This is an optimization exercise on Yosys and OpenROAD, whose aim is small area and a short achievable clock period, not a production implementation. The RTL of this run was laid out without a check of its function. No driver is modelled on the clock port, so clocking that relies on it looks cheaper here than on a real chip. Power is estimated from default activity; no workload was simulated.

--- config.mk ---
export PLATFORM = sky130hd
export DESIGN_NAME = Parameterized_ALU
export DESIGN_NICKNAME = Parameterized_ALU
export VERILOG_FILES = /design/flow/design.v
export SDC_FILE = /design/flow/constraint.sdc
export NUM_CORES = 4
export LEC_CHECK = 0
export ABC_AREA = 1
export CAP_MARGIN = 20
export CORE_MARGIN = 2
export CORE_UTILIZATION = 40
export SLEW_MARGIN = 20
--- constraint.sdc ---
create_clock -name core_clock -period 35.0 [get_ports {clk}]
set_input_delay 7.0000 -clock core_clock [delete_from_list [all_inputs] [get_ports {clk}]]
set_output_delay 7.0000 -clock core_clock [all_outputs]
set_load 0.01 [all_outputs]
--- design.v ---
`timescale 1ns / 1ps
module Parameterized_ALU#(parameter N = 16)(
    input clk,
    input [N-1:0] A,
    input [N-1:0] B,
    input [3:0] ALU_Func,
    output reg [N-1:0] ALU_out,
    output reg Carry,
    output  Arith,
    output  Shift,
    output  CMP,
    output  Logic
    );
    wire arr  = (ALU_Func[3:1] == 3'b001);
    wire divm = arr & ALU_Func[0];
    wire mulm = arr & ~ALU_Func[0];
    wire addm = (ALU_Func == 4'b0000);
    wire [15:0] q, r;
    wire c;
    alu_muldiv u_md(.A(A), .B(B), .divm(divm), .mulm(mulm), .addm(addm), .Q(q), .R(r), .C(c));
    wire lt = ~c;
    wire eq = ~|(A ^ B);
    wire gt = c & ~eq;
    always @(posedge clk) begin
        Carry <= 1'b0;
        case (ALU_Func)
            4'b0000: {Carry, ALU_out} <= {~c, ~r};
            4'b0001: {Carry, ALU_out} <= {~c, r};
            4'b0010: ALU_out <= ~r;
            4'b0011: ALU_out <= q;
            4'b0100: ALU_out <= A & B;
            4'b0101: ALU_out <= A | B;
            4'b0110: ALU_out <= ~(A & B);
            4'b0111: ALU_out <= ~(A | B);
            4'b1000: ALU_out <= A ^ B;
            4'b1001: ALU_out <= ~(A ^ B);
            4'b1010: ALU_out <= {15'b0, eq};
            4'b1011: ALU_out <= {14'b0, gt, 1'b0};
            4'b1100: ALU_out <= {14'b0, lt, lt};
            4'b1101: ALU_out <= {1'b0, A[15:1]};
            4'b1110: ALU_out <= {A[14:0], 1'b0};
            default: ALU_out <= 16'b0;
        endcase
    end
    assign Arith = (ALU_Func[3:2] == 2'b00);
    assign Logic = (ALU_Func[3:2] == 2'b01) || (ALU_Func == 4'b1000) || (ALU_Func == 4'b1001);
    assign CMP   = (ALU_Func == 4'b1010) || (ALU_Func == 4'b1011) || (ALU_Func == 4'b1100);
    assign Shift = (ALU_Func == 4'b1101) || (ALU_Func == 4'b1110);
endmodule
module alu_muldiv(input [15:0] A, input [15:0] B, input divm, input mulm, input addm, output [15:0] Q, output [15:0] R, output C);
  wire [15:0] y = ~B;
  wire [15:0] q;
  wire [16:0] hiz;
  assign hiz[16] = 1'b1;
  genvar w;
  generate for (w = 15; w >= 1; w = w - 1) begin : hz
    assign hiz[w] = hiz[w+1] & ~B[w];
  end endgenerate
  wire [0:0] s1_t, s1_r;
  wire [1:0] s1_c;
  assign s1_c[0] = 1'b1;
  assign s1_t = (A[15] ^ addm) | mulm;
  generate for (w = 0; w < 1; w = w + 1) begin : c1
    assign s1_c[w+1] = (s1_t[w] & y[w]) | ((s1_t[w] | y[w]) & s1_c[w]);
  end endgenerate
  assign q[15] = hiz[1] & s1_c[1];
  wire ctl1 = (divm & q[15]) | (mulm & A[15]);
  assign s1_r = s1_t ^ ({1{ctl1}} & (y[0:0] ^ s1_c[0:0]));
  wire [1:0] s2_t, s2_r;
  wire [2:0] s2_c;
  assign s2_c[0] = 1'b1;
  assign s2_t = {s1_r, (A[14] ^ addm) | mulm};
  generate for (w = 0; w < 2; w = w + 1) begin : c2
    assign s2_c[w+1] = (s2_t[w] & y[w]) | ((s2_t[w] | y[w]) & s2_c[w]);
  end endgenerate
  assign q[14] = hiz[2] & s2_c[2];
  wire ctl2 = (divm & q[14]) | (mulm & A[14]);
  assign s2_r = s2_t ^ ({2{ctl2}} & (y[1:0] ^ s2_c[1:0]));
  wire [2:0] s3_t, s3_r;
  wire [3:0] s3_c;
  assign s3_c[0] = 1'b1;
  assign s3_t = {s2_r, (A[13] ^ addm) | mulm};
  generate for (w = 0; w < 3; w = w + 1) begin : c3
    assign s3_c[w+1] = (s3_t[w] & y[w]) | ((s3_t[w] | y[w]) & s3_c[w]);
  end endgenerate
  assign q[13] = hiz[3] & s3_c[3];
  wire ctl3 = (divm & q[13]) | (mulm & A[13]);
  assign s3_r = s3_t ^ ({3{ctl3}} & (y[2:0] ^ s3_c[2:0]));
  wire [3:0] s4_t, s4_r;
  wire [4:0] s4_c;
  assign s4_c[0] = 1'b1;
  assign s4_t = {s3_r, (A[12] ^ addm) | mulm};
  generate for (w = 0; w < 4; w = w + 1) begin : c4
    assign s4_c[w+1] = (s4_t[w] & y[w]) | ((s4_t[w] | y[w]) & s4_c[w]);
  end endgenerate
  assign q[12] = hiz[4] & s4_c[4];
  wire ctl4 = (divm & q[12]) | (mulm & A[12]);
  assign s4_r = s4_t ^ ({4{ctl4}} & (y[3:0] ^ s4_c[3:0]));
  wire [4:0] s5_t, s5_r;
  wire [5:0] s5_c;
  assign s5_c[0] = 1'b1;
  assign s5_t = {s4_r, (A[11] ^ addm) | mulm};
  generate for (w = 0; w < 5; w = w + 1) begin : c5
    assign s5_c[w+1] = (s5_t[w] & y[w]) | ((s5_t[w] | y[w]) & s5_c[w]);
  end endgenerate
  assign q[11] = hiz[5] & s5_c[5];
  wire ctl5 = (divm & q[11]) | (mulm & A[11]);
  assign s5_r = s5_t ^ ({5{ctl5}} & (y[4:0] ^ s5_c[4:0]));
  wire [5:0] s6_t, s6_r;
  wire [6:0] s6_c;
  assign s6_c[0] = 1'b1;
  assign s6_t = {s5_r, (A[10] ^ addm) | mulm};
  generate for (w = 0; w < 6; w = w + 1) begin : c6
    assign s6_c[w+1] = (s6_t[w] & y[w]) | ((s6_t[w] | y[w]) & s6_c[w]);
  end endgenerate
  assign q[10] = hiz[6] & s6_c[6];
  wire ctl6 = (divm & q[10]) | (mulm & A[10]);
  assign s6_r = s6_t ^ ({6{ctl6}} & (y[5:0] ^ s6_c[5:0]));
  wire [6:0] s7_t, s7_r;
  wire [7:0] s7_c;
  assign s7_c[0] = 1'b1;
  assign s7_t = {s6_r, (A[9] ^ addm) | mulm};
  generate for (w = 0; w < 7; w = w + 1) begin : c7
    assign s7_c[w+1] = (s7_t[w] & y[w]) | ((s7_t[w] | y[w]) & s7_c[w]);
  end endgenerate
  assign q[9] = hiz[7] & s7_c[7];
  wire ctl7 = (divm & q[9]) | (mulm & A[9]);
  assign s7_r = s7_t ^ ({7{ctl7}} & (y[6:0] ^ s7_c[6:0]));
  wire [7:0] s8_t, s8_r;
  wire [8:0] s8_c;
  assign s8_c[0] = 1'b1;
  assign s8_t = {s7_r, (A[8] ^ addm) | mulm};
  generate for (w = 0; w < 8; w = w + 1) begin : c8
    assign s8_c[w+1] = (s8_t[w] & y[w]) | ((s8_t[w] | y[w]) & s8_c[w]);
  end endgenerate
  assign q[8] = hiz[8] & s8_c[8];
  wire ctl8 = (divm & q[8]) | (mulm & A[8]);
  assign s8_r = s8_t ^ ({8{ctl8}} & (y[7:0] ^ s8_c[7:0]));
  wire [8:0] s9_t, s9_r;
  wire [9:0] s9_c;
  assign s9_c[0] = 1'b1;
  assign s9_t = {s8_r, (A[7] ^ addm) | mulm};
  generate for (w = 0; w < 9; w = w + 1) begin : c9
    assign s9_c[w+1] = (s9_t[w] & y[w]) | ((s9_t[w] | y[w]) & s9_c[w]);
  end endgenerate
  assign q[7] = hiz[9] & s9_c[9];
  wire ctl9 = (divm & q[7]) | (mulm & A[7]);
  assign s9_r = s9_t ^ ({9{ctl9}} & (y[8:0] ^ s9_c[8:0]));
  wire [9:0] s10_t, s10_r;
  wire [10:0] s10_c;
  assign s10_c[0] = 1'b1;
  assign s10_t = {s9_r, (A[6] ^ addm) | mulm};
  generate for (w = 0; w < 10; w = w + 1) begin : c10
    assign s10_c[w+1] = (s10_t[w] & y[w]) | ((s10_t[w] | y[w]) & s10_c[w]);
  end endgenerate
  assign q[6] = hiz[10] & s10_c[10];
  wire ctl10 = (divm & q[6]) | (mulm & A[6]);
  assign s10_r = s10_t ^ ({10{ctl10}} & (y[9:0] ^ s10_c[9:0]));
  wire [10:0] s11_t, s11_r;
  wire [11:0] s11_c;
  assign s11_c[0] = 1'b1;
  assign s11_t = {s10_r, (A[5] ^ addm) | mulm};
  generate for (w = 0; w < 11; w = w + 1) begin : c11
    assign s11_c[w+1] = (s11_t[w] & y[w]) | ((s11_t[w] | y[w]) & s11_c[w]);
  end endgenerate
  assign q[5] = hiz[11] & s11_c[11];
  wire ctl11 = (divm & q[5]) | (mulm & A[5]);
  assign s11_r = s11_t ^ ({11{ctl11}} & (y[10:0] ^ s11_c[10:0]));
  wire [11:0] s12_t, s12_r;
  wire [12:0] s12_c;
  assign s12_c[0] = 1'b1;
  assign s12_t = {s11_r, (A[4] ^ addm) | mulm};
  generate for (w = 0; w < 12; w = w + 1) begin : c12
    assign s12_c[w+1] = (s12_t[w] & y[w]) | ((s12_t[w] | y[w]) & s12_c[w]);
  end endgenerate
  assign q[4] = hiz[12] & s12_c[12];
  wire ctl12 = (divm & q[4]) | (mulm & A[4]);
  assign s12_r = s12_t ^ ({12{ctl12}} & (y[11:0] ^ s12_c[11:0]));
  wire [12:0] s13_t, s13_r;
  wire [13:0] s13_c;
  assign s13_c[0] = 1'b1;
  assign s13_t = {s12_r, (A[3] ^ addm) | mulm};
  wire [12:0] s13_g = s13_t & y[12:0];
  wire [12:0] s13_p = s13_t | y[12:0];
  wire s13_n1_g = s13_g[1] | (s13_p[1] & s13_p[0]);
  wire s13_n2_g = s13_g[3] | (s13_p[3] & s13_g[2]);
  wire s13_n2_p = s13_p[3] & s13_p[2];
  wire s13_n3_g = s13_g[5] | (s13_p[5] & s13_g[4]);
  wire s13_n3_p = s13_p[5] & s13_p[4];
  wire s13_n4_g = s13_g[7] | (s13_p[7] & s13_g[6]);
  wire s13_n4_p = s13_p[7] & s13_p[6];
  wire s13_n5_g = s13_g[9] | (s13_p[9] & s13_g[8]);
  wire s13_n5_p = s13_p[9] & s13_p[8];
  wire s13_n6_g = s13_g[11] | (s13_p[11] & s13_g[10]);
  wire s13_n6_p = s13_p[11] & s13_p[10];
  wire s13_n7_g = s13_n2_g | (s13_n2_p & s13_n1_g);
  wire s13_n8_g = s13_n4_g | (s13_n4_p & s13_n3_g);
  wire s13_n8_p = s13_n4_p & s13_n3_p;
  wire s13_n9_g = s13_n6_g | (s13_n6_p & s13_n5_g);
  wire s13_n9_p = s13_n6_p & s13_n5_p;
  wire s13_n10_g = s13_n8_g | (s13_n8_p & s13_n7_g);
  wire s13_n11_g = s13_n9_g | (s13_n9_p & s13_n10_g);
  wire s13_n12_g = s13_n3_g | (s13_n3_p & s13_n7_g);
  wire s13_n13_g = s13_n5_g | (s13_n5_p & s13_n10_g);
  wire s13_n14_g = s13_g[2] | (s13_p[2] & s13_n1_g);
  wire s13_n15_g = s13_g[4] | (s13_p[4] & s13_n7_g);
  wire s13_n16_g = s13_g[6] | (s13_p[6] & s13_n12_g);
  wire s13_n17_g = s13_g[8] | (s13_p[8] & s13_n10_g);
  wire s13_n18_g = s13_g[10] | (s13_p[10] & s13_n13_g);
  wire s13_n19_g = s13_g[12] | (s13_p[12] & s13_n11_g);
  assign s13_c[1] = s13_p[0];
  assign s13_c[2] = s13_n1_g;
  assign s13_c[3] = s13_n14_g;
  assign s13_c[4] = s13_n7_g;
  assign s13_c[5] = s13_n15_g;
  assign s13_c[6] = s13_n12_g;
  assign s13_c[7] = s13_n16_g;
  assign s13_c[8] = s13_n10_g;
  assign s13_c[9] = s13_n17_g;
  assign s13_c[10] = s13_n13_g;
  assign s13_c[11] = s13_n18_g;
  assign s13_c[12] = s13_n11_g;
  assign s13_c[13] = s13_n19_g;
  assign q[3] = hiz[13] & s13_c[13];
  wire ctl13 = (divm & q[3]) | (mulm & A[3]);
  assign s13_r = s13_t ^ ({13{ctl13}} & (y[12:0] ^ s13_c[12:0]));
  wire [13:0] s14_t, s14_r;
  wire [14:0] s14_c;
  assign s14_c[0] = 1'b1;
  assign s14_t = {s13_r, (A[2] ^ addm) | mulm};
  wire [13:0] s14_g = s14_t & y[13:0];
  wire [13:0] s14_p = s14_t | y[13:0];
  wire s14_n1_g = s14_g[1] | (s14_p[1] & s14_p[0]);
  wire s14_n2_g = s14_g[3] | (s14_p[3] & s14_g[2]);
  wire s14_n2_p = s14_p[3] & s14_p[2];
  wire s14_n3_g = s14_g[5] | (s14_p[5] & s14_g[4]);
  wire s14_n3_p = s14_p[5] & s14_p[4];
  wire s14_n4_g = s14_g[7] | (s14_p[7] & s14_g[6]);
  wire s14_n4_p = s14_p[7] & s14_p[6];
  wire s14_n5_g = s14_g[9] | (s14_p[9] & s14_g[8]);
  wire s14_n5_p = s14_p[9] & s14_p[8];
  wire s14_n6_g = s14_g[11] | (s14_p[11] & s14_g[10]);
  wire s14_n6_p = s14_p[11] & s14_p[10];
  wire s14_n7_g = s14_g[13] | (s14_p[13] & s14_g[12]);
  wire s14_n7_p = s14_p[13] & s14_p[12];
  wire s14_n8_g = s14_n2_g | (s14_n2_p & s14_n1_g);
  wire s14_n9_g = s14_n4_g | (s14_n4_p & s14_n3_g);
  wire s14_n9_p = s14_n4_p & s14_n3_p;
  wire s14_n10_g = s14_n6_g | (s14_n6_p & s14_n5_g);
  wire s14_n10_p = s14_n6_p & s14_n5_p;
  wire s14_n11_g = s14_n9_g | (s14_n9_p & s14_n8_g);
  wire s14_n12_g = s14_n10_g | (s14_n10_p & s14_n11_g);
  wire s14_n13_g = s14_n3_g | (s14_n3_p & s14_n8_g);
  wire s14_n14_g = s14_n5_g | (s14_n5_p & s14_n11_g);
  wire s14_n15_g = s14_n7_g | (s14_n7_p & s14_n12_g);
  wire s14_n16_g = s14_g[2] | (s14_p[2] & s14_n1_g);
  wire s14_n17_g = s14_g[4] | (s14_p[4] & s14_n8_g);
  wire s14_n18_g = s14_g[6] | (s14_p[6] & s14_n13_g);
  wire s14_n19_g = s14_g[8] | (s14_p[8] & s14_n11_g);
  wire s14_n20_g = s14_g[10] | (s14_p[10] & s14_n14_g);
  wire s14_n21_g = s14_g[12] | (s14_p[12] & s14_n12_g);
  assign s14_c[1] = s14_p[0];
  assign s14_c[2] = s14_n1_g;
  assign s14_c[3] = s14_n16_g;
  assign s14_c[4] = s14_n8_g;
  assign s14_c[5] = s14_n17_g;
  assign s14_c[6] = s14_n13_g;
  assign s14_c[7] = s14_n18_g;
  assign s14_c[8] = s14_n11_g;
  assign s14_c[9] = s14_n19_g;
  assign s14_c[10] = s14_n14_g;
  assign s14_c[11] = s14_n20_g;
  assign s14_c[12] = s14_n12_g;
  assign s14_c[13] = s14_n21_g;
  assign s14_c[14] = s14_n15_g;
  assign q[2] = hiz[14] & s14_c[14];
  wire ctl14 = (divm & q[2]) | (mulm & A[2]);
  assign s14_r = s14_t ^ ({14{ctl14}} & (y[13:0] ^ s14_c[13:0]));
  wire [14:0] s15_t, s15_r;
  wire [15:0] s15_c;
  assign s15_c[0] = 1'b1;
  assign s15_t = {s14_r, (A[1] ^ addm) | mulm};
  wire [14:0] s15_g = s15_t & y[14:0];
  wire [14:0] s15_p = s15_t | y[14:0];
  wire s15_n1_g = s15_g[1] | (s15_p[1] & s15_p[0]);
  wire s15_n2_g = s15_g[3] | (s15_p[3] & s15_g[2]);
  wire s15_n2_p = s15_p[3] & s15_p[2];
  wire s15_n3_g = s15_g[5] | (s15_p[5] & s15_g[4]);
  wire s15_n3_p = s15_p[5] & s15_p[4];
  wire s15_n4_g = s15_g[7] | (s15_p[7] & s15_g[6]);
  wire s15_n4_p = s15_p[7] & s15_p[6];
  wire s15_n5_g = s15_g[9] | (s15_p[9] & s15_g[8]);
  wire s15_n5_p = s15_p[9] & s15_p[8];
  wire s15_n6_g = s15_g[11] | (s15_p[11] & s15_g[10]);
  wire s15_n6_p = s15_p[11] & s15_p[10];
  wire s15_n7_g = s15_g[13] | (s15_p[13] & s15_g[12]);
  wire s15_n7_p = s15_p[13] & s15_p[12];
  wire s15_n8_g = s15_n2_g | (s15_n2_p & s15_n1_g);
  wire s15_n9_g = s15_n4_g | (s15_n4_p & s15_n3_g);
  wire s15_n9_p = s15_n4_p & s15_n3_p;
  wire s15_n10_g = s15_n6_g | (s15_n6_p & s15_n5_g);
  wire s15_n10_p = s15_n6_p & s15_n5_p;
  wire s15_n11_g = s15_n9_g | (s15_n9_p & s15_n8_g);
  wire s15_n12_g = s15_n10_g | (s15_n10_p & s15_n11_g);
  wire s15_n13_g = s15_n3_g | (s15_n3_p & s15_n8_g);
  wire s15_n14_g = s15_n5_g | (s15_n5_p & s15_n11_g);
  wire s15_n15_g = s15_n7_g | (s15_n7_p & s15_n12_g);
  wire s15_n16_g = s15_g[2] | (s15_p[2] & s15_n1_g);
  wire s15_n17_g = s15_g[4] | (s15_p[4] & s15_n8_g);
  wire s15_n18_g = s15_g[6] | (s15_p[6] & s15_n13_g);
  wire s15_n19_g = s15_g[8] | (s15_p[8] & s15_n11_g);
  wire s15_n20_g = s15_g[10] | (s15_p[10] & s15_n14_g);
  wire s15_n21_g = s15_g[12] | (s15_p[12] & s15_n12_g);
  wire s15_n22_g = s15_g[14] | (s15_p[14] & s15_n15_g);
  assign s15_c[1] = s15_p[0];
  assign s15_c[2] = s15_n1_g;
  assign s15_c[3] = s15_n16_g;
  assign s15_c[4] = s15_n8_g;
  assign s15_c[5] = s15_n17_g;
  assign s15_c[6] = s15_n13_g;
  assign s15_c[7] = s15_n18_g;
  assign s15_c[8] = s15_n11_g;
  assign s15_c[9] = s15_n19_g;
  assign s15_c[10] = s15_n14_g;
  assign s15_c[11] = s15_n20_g;
  assign s15_c[12] = s15_n12_g;
  assign s15_c[13] = s15_n21_g;
  assign s15_c[14] = s15_n15_g;
  assign s15_c[15] = s15_n22_g;
  assign q[1] = hiz[15] & s15_c[15];
  wire ctl15 = (divm & q[1]) | (mulm & A[1]);
  assign s15_r = s15_t ^ ({15{ctl15}} & (y[14:0] ^ s15_c[14:0]));
  wire [15:0] s16_t, s16_r;
  wire [16:0] s16_c;
  assign s16_c[0] = 1'b1;
  assign s16_t = {s15_r, (A[0] ^ addm) | mulm};
  wire [15:0] s16_g = s16_t & y[15:0];
  wire [15:0] s16_p = s16_t | y[15:0];
  wire s16_n1_g = s16_g[1] | (s16_p[1] & s16_p[0]);
  wire s16_n2_g = s16_g[3] | (s16_p[3] & s16_g[2]);
  wire s16_n2_p = s16_p[3] & s16_p[2];
  wire s16_n3_g = s16_g[5] | (s16_p[5] & s16_g[4]);
  wire s16_n3_p = s16_p[5] & s16_p[4];
  wire s16_n4_g = s16_g[7] | (s16_p[7] & s16_g[6]);
  wire s16_n4_p = s16_p[7] & s16_p[6];
  wire s16_n5_g = s16_g[9] | (s16_p[9] & s16_g[8]);
  wire s16_n5_p = s16_p[9] & s16_p[8];
  wire s16_n6_g = s16_g[11] | (s16_p[11] & s16_g[10]);
  wire s16_n6_p = s16_p[11] & s16_p[10];
  wire s16_n7_g = s16_g[13] | (s16_p[13] & s16_g[12]);
  wire s16_n7_p = s16_p[13] & s16_p[12];
  wire s16_n8_g = s16_g[15] | (s16_p[15] & s16_g[14]);
  wire s16_n8_p = s16_p[15] & s16_p[14];
  wire s16_n9_g = s16_n2_g | (s16_n2_p & s16_n1_g);
  wire s16_n10_g = s16_n4_g | (s16_n4_p & s16_n3_g);
  wire s16_n10_p = s16_n4_p & s16_n3_p;
  wire s16_n11_g = s16_n6_g | (s16_n6_p & s16_n5_g);
  wire s16_n11_p = s16_n6_p & s16_n5_p;
  wire s16_n12_g = s16_n8_g | (s16_n8_p & s16_n7_g);
  wire s16_n12_p = s16_n8_p & s16_n7_p;
  wire s16_n13_g = s16_n10_g | (s16_n10_p & s16_n9_g);
  wire s16_n14_g = s16_n12_g | (s16_n12_p & s16_n11_g);
  wire s16_n14_p = s16_n12_p & s16_n11_p;
  wire s16_n15_g = s16_n14_g | (s16_n14_p & s16_n13_g);
  wire s16_n16_g = s16_n11_g | (s16_n11_p & s16_n13_g);
  wire s16_n17_g = s16_n3_g | (s16_n3_p & s16_n9_g);
  wire s16_n18_g = s16_n5_g | (s16_n5_p & s16_n13_g);
  wire s16_n19_g = s16_n7_g | (s16_n7_p & s16_n16_g);
  wire s16_n20_g = s16_g[2] | (s16_p[2] & s16_n1_g);
  wire s16_n21_g = s16_g[4] | (s16_p[4] & s16_n9_g);
  wire s16_n22_g = s16_g[6] | (s16_p[6] & s16_n17_g);
  wire s16_n23_g = s16_g[8] | (s16_p[8] & s16_n13_g);
  wire s16_n24_g = s16_g[10] | (s16_p[10] & s16_n18_g);
  wire s16_n25_g = s16_g[12] | (s16_p[12] & s16_n16_g);
  wire s16_n26_g = s16_g[14] | (s16_p[14] & s16_n19_g);
  assign s16_c[1] = s16_p[0];
  assign s16_c[2] = s16_n1_g;
  assign s16_c[3] = s16_n20_g;
  assign s16_c[4] = s16_n9_g;
  assign s16_c[5] = s16_n21_g;
  assign s16_c[6] = s16_n17_g;
  assign s16_c[7] = s16_n22_g;
  assign s16_c[8] = s16_n13_g;
  assign s16_c[9] = s16_n23_g;
  assign s16_c[10] = s16_n18_g;
  assign s16_c[11] = s16_n24_g;
  assign s16_c[12] = s16_n16_g;
  assign s16_c[13] = s16_n25_g;
  assign s16_c[14] = s16_n19_g;
  assign s16_c[15] = s16_n26_g;
  assign s16_c[16] = s16_n15_g;
  assign q[0] = hiz[16] & s16_c[16];
  wire ctl16 = A[0] | ~mulm;
  assign s16_r = s16_t ^ ({16{ctl16}} & (y[15:0] ^ s16_c[15:0]));
  assign Q = q;
  assign R = s16_r;
  assign C = s16_c[16];
endmodule
--- flow/run.sh ---
#!/bin/bash
# The standard layout, with the port buffers made of sky130_fd_sc_hd__buf_2 cells
# (the standard flow picks clkdlybuf4s50_1; every port still gets its buffer), and one more
# timing repair after clock tree synthesis (flow/resize_cts.tcl).
set -euo pipefail
export BUFFER_PORTS_ARGS="-buffer_cell sky130_fd_sc_hd__buf_2"
bash standard.sh cts > standard_cts.log 2>&1
openroad -no_init -exit flow/resize_cts.tcl > resize_cts.log 2>&1
touch orfs/results/sky130hd/Parameterized_ALU/base/4_cts.sdc
bash standard.sh > standard.log 2>&1
--- flow/resize_cts.tcl ---
# After clock tree synthesis: size up and buffer the slowest paths a little further than
# the standard flow's flow does (about 1 ns more setup slack at the design's clock period), then
# legalise the placement again. Registers keep their cell types (sizing only).
set results orfs/results/sky130hd/Parameterized_ALU/base
read_liberty $::env(FLOW_HOME)/platforms/sky130hd/lib/sky130_fd_sc_hd__tt_025C_1v80.lib
read_db $results/4_cts.odb
read_sdc $results/4_cts.sdc
source $::env(FLOW_HOME)/platforms/sky130hd/setRC.tcl
set_dont_use [list sky130_fd_sc_hd__probe_p_8 sky130_fd_sc_hd__probec_p_8 sky130_fd_sc_hd__lpflow_*]
estimate_parasitics -placement
set ws [expr [sta::worst_slack_cmd max] * 1e9]
puts "worst setup slack before: $ws ns"
report_design_area
repair_timing -setup -setup_margin [expr $ws + 1.0] -sequence "unbuffer,sizeup,swap,buffer" -repair_tns 100
detailed_placement
check_placement -verbose
estimate_parasitics -placement
puts "worst setup slack after: [expr [sta::worst_slack_cmd max] * 1e9] ns"
report_design_area
write_db $results/4_cts.odb
--- standard.sh ---
#!/bin/bash
# synth_recipe.tcl (not shown) runs the flow's synth.tcl, then flattens the netlist and writes it again
# the make line also repeats each setting of config.mk as NAME=value (left out here)
make -C /OpenROAD-flow-scripts/flow DESIGN_CONFIG=/design/flow/config.mk WORK_HOME=/design/flow/orfs CLKGATE_MAP_FILE= SYNTH_SCRIPT=/design/flow/synth_recipe.tcl "${@:-finish}"
==> summary.txt <==
-- registers in the layout (all words and copies together), names as in the netlist --
register / count
Carry: 1
ALU_out: 16
-- cell type report --
cell class                 count  share of cell area (%)
sequential                    17                    3.32
clock buffer                   4                   0.770
tap                          324                    3.96
timing repair buffer          71                    3.97
inverter                     250                    9.31
multi-input combinational   1485                    78.7
-- synth_stat cells, types with 17 or more instances --
cell	number	area (sq um)
nand3_2	70	701
inv_1	204	766
buf_6	23	259
nand2_1	638	2390
o22ai_1	26	163
nand2_2	60	375
inv_2	33	124
nand3_1	267	1340
xor2_1	89	780
nor2_1	118	443
ha_1	32	400
o21ai_0	30	150
buf_4	19	143
dfxtp_1	17	340
-- worst max-delay path, delay by kind of cell --
family          cells  cell delay [ps]
xor+xnor            2              400
compound gates      1               90
buf+inv             3              490
simple gates      180            16420
-- cells by family (layout without fill, tap and decap cells) --
| group | Yosys count | count (layout) | share of synthesized area (%) |
|---|---|---|---|
| compound gates | 130 | 130 | 8.62 |
| fa+ha+maj | 32 | 32 | 4.05 |
| simple gates | 1215 | 1215 | 58.0 |
| buf+inv | 319 | 325 | 15.9 |
| xor+xnor | 108 | 108 | 10.0 |
| flops | 17 | 17 | 3.44 |
-- worst paths after layout --
check                  from     endpoint  slack (ps)  cells past startpoint
worst max-delay path   B[8]  ALU_out[15]       10620                    186
worst min-delay path  B[15]  ALU_out[15]        7240                      5
-- power groups by stage --
stage | Combinational, mW | Clock [mW] | Sequential (mW)
after floorplan | 0.150 | 0 | 0.0259
after global placement | 0.188 | 0 | 0.0240
after detailed placement | 0.190 | 0 | 0.0241
after CTS | 0.191 | 0.0237 | 0.0237
after global routing | 0.218 | 0.0245 | 0.0239
final | 0.194 | 0.0234 | 0.0236
-- cells in the final DEF, fill, tap and decap left out, types with 8 or more instances in the layout --
cell type	count
a21oi_1	14
buf_2	55
buf_4	12
clkinv_1	10
dfxtp_1	17
ha_1	32
inv_1	204
inv_2	33
nand2_1	638
nand2_2	55
nand2_4	11
nand3_1	267
nand3_2	70
nand4_1	10
nor2_1	118
o2111ai_1	14
o211ai_1	10
o21ai_0	30
o21ai_1	8
o22ai_1	26
or2_1	10
xnor2_1	12
xor2_1	87
xor2_2	8
-- metrics by stage --
| step | power, mW | util, % | std cells |
|---|---|---|---|
| detailed placement | 0.214 | 41.3 | 2145 |
| finish | 0.241 | 42.1 | 2151 |
| global placement | 0.212 | 41.3 | 2145 |
| CTS | 0.238 | 41.6 | 2149 |
| floorplan | 0.176 | - | 1821 |
| global route | 0.266 | 42.1 | 2151 |
-- metal layers --
metal | vias to the layer above | share of wire, % | track usage, %
met1 | 5061 | 45 | 33.6
met4 | 0 | 2.5 | 7.35
met3 | 56 | 8.7 | 2.88
li1 | 5820 | - | -
met2 | 465 | 44 | 38.9
met5 | - | 0 | 0
==> impl_results.md <==
* Detail Placement HPWL at 24100 um
* Die width at 161 um
* DRT Wirelength at approximately 32000 um
* Post-Syn Nets at 1890
* Final setup violation count at 0
* Peak supply drop at 0.0277 mV
* Reg power frac at 9.8%
* Post-Synthesis Cells at between 1500 and 2000
* Max Cap Viol at 0
* #FFs+latches synth at 17
* Mean Syn Cell Area at approximately 5.4 sq um
* RSZ-0062 raised after global routing: false
* CP arrival at 24510 ps
* Yosys warning count at 1
* Sw Share at roughly three fifths
* Comb pwr share at 80.5%
* Clock transition at path regs at 50 ps
* Root buf cell: clkbuf_16
* First-pass GRT wire length at a little over 50000 um
* Status: timing/DRC/antenna clean
* Placement Setup Slack at between 9000 and 10000 ps
* Slowest stage cell, crit path: buf_2
* Hold Path Class: input pin to register
* Die H at roughly 160 um
* Synth Flop Type: dfxtp_1
* EDFF count, synth at 0
* CP endpoint kind: register
* Smallest hold slack at 7240 ps
* Setup Crit Path Kind: input pin to register
* # DRC at 0
* Psw at around 0.14 mW
* Final hold vios at 0
* Global placer's final weighted congestion at approximately 0.93
* Routed Antenna Nets at 0
* Area Growth Syn to Fin at 3.57%
* Fin worst setup slack at approximately 11000 ps
* Sequential cell area at 340 sq um
* Worst slew margin at 25.0%
* CP Max Fanout at 28
* Cts bufs inserted at 3
* # fillers at about 2600
* Final min period at 24380 ps
* GRT Total Usage at 24.1%
* Ratio of cells with drive above 1 in the final layout at 14.9%
* Multi-input gate area at 0.00805 sq mm
* Design area at 0.0102 sq mm
* Initial DRC Count at around 950
* PwrDens at about 24 mW/mm^2
* Gr ovfl total at 0
* Peak Freq at ~40 MHz
* Sequential-to-total area share from yosys stat at 3.44%
* Drt pass-1 iters at 6
* # nets final at 1897
* Leakage Power at roughly 5.5 nW
* Cell mode on critical path: nand2_1
* Total setup buffers inserted after CTS at 0
* Port-buffer cells at 57
* Crit share post-route at 69.6%
* Final setup TNS at 0 ps
* Hold buffer count at CTS at 0
* I/O pin cnt at 58
* Clock Path Buffers at 2
* Clock power frac at 9.7%
* Cell Area, Synth at 0.00988 sq mm
* Rows at 57
* Vias in the first global route at 10100
* Ys async rst share at 0%
* Critical path's largest stage delay at 290 ps
* CP required at 35130 ps
* Sink Count at 17
* H-tree levels at 1
* Total internal power at around 0.10 mW
* Core Region at 0.0243 sq mm
* Ant diodes at 0
* CTS tree: built
* Yosys cell types at 57
* Initial antenna violation count at 0
* Initial Utilization at just over 40%
* Vias/cell at 5.30
* Post-cts sizing count at 0
* Slew Viols, Final at 0
* Worst-Margin Slew at 1110 ps
* Routed wire per std cell at 14.9 um
* Die area at 0.0260 sq mm
* Vias at 11400
* DP Area at roughly 0.010 sq mm
* CP startpoint kind: input pin
* Largest net degree at the start of global routing at 38

## re-timing with driven ports
The results above use ideal ports. As a check the final layout listed here was re-extracted and re-timed, cells and wires unchanged.
Step 1 sets driving cells, clkbuf_16 on the clock port and buf_2 on the other inputs (assumed; they add their load-dependent delay and slew).
Step 2 moves the port delays by t, midway between the first and last clock arrival at a register: inputs arrive t later, outputs are due t later. That takes back most of the time a late clock gives input paths.
Three values: ideal ports, drivers, drivers and shift; two values: the first two.
t, ns: 0.282
setup WS [ns]: 10.623 / 10.630 / 10.348
hold WS [ns]: 7.242 / 7.232 / 7.411
worst setup path after step 2: input to register
worst slew at a driven data input, ns: 0.06
After both steps this run still meets setup and hold. For this run, drivers alone change the setup slack by +0.007 ns; drivers and shift together by -0.275 ns.
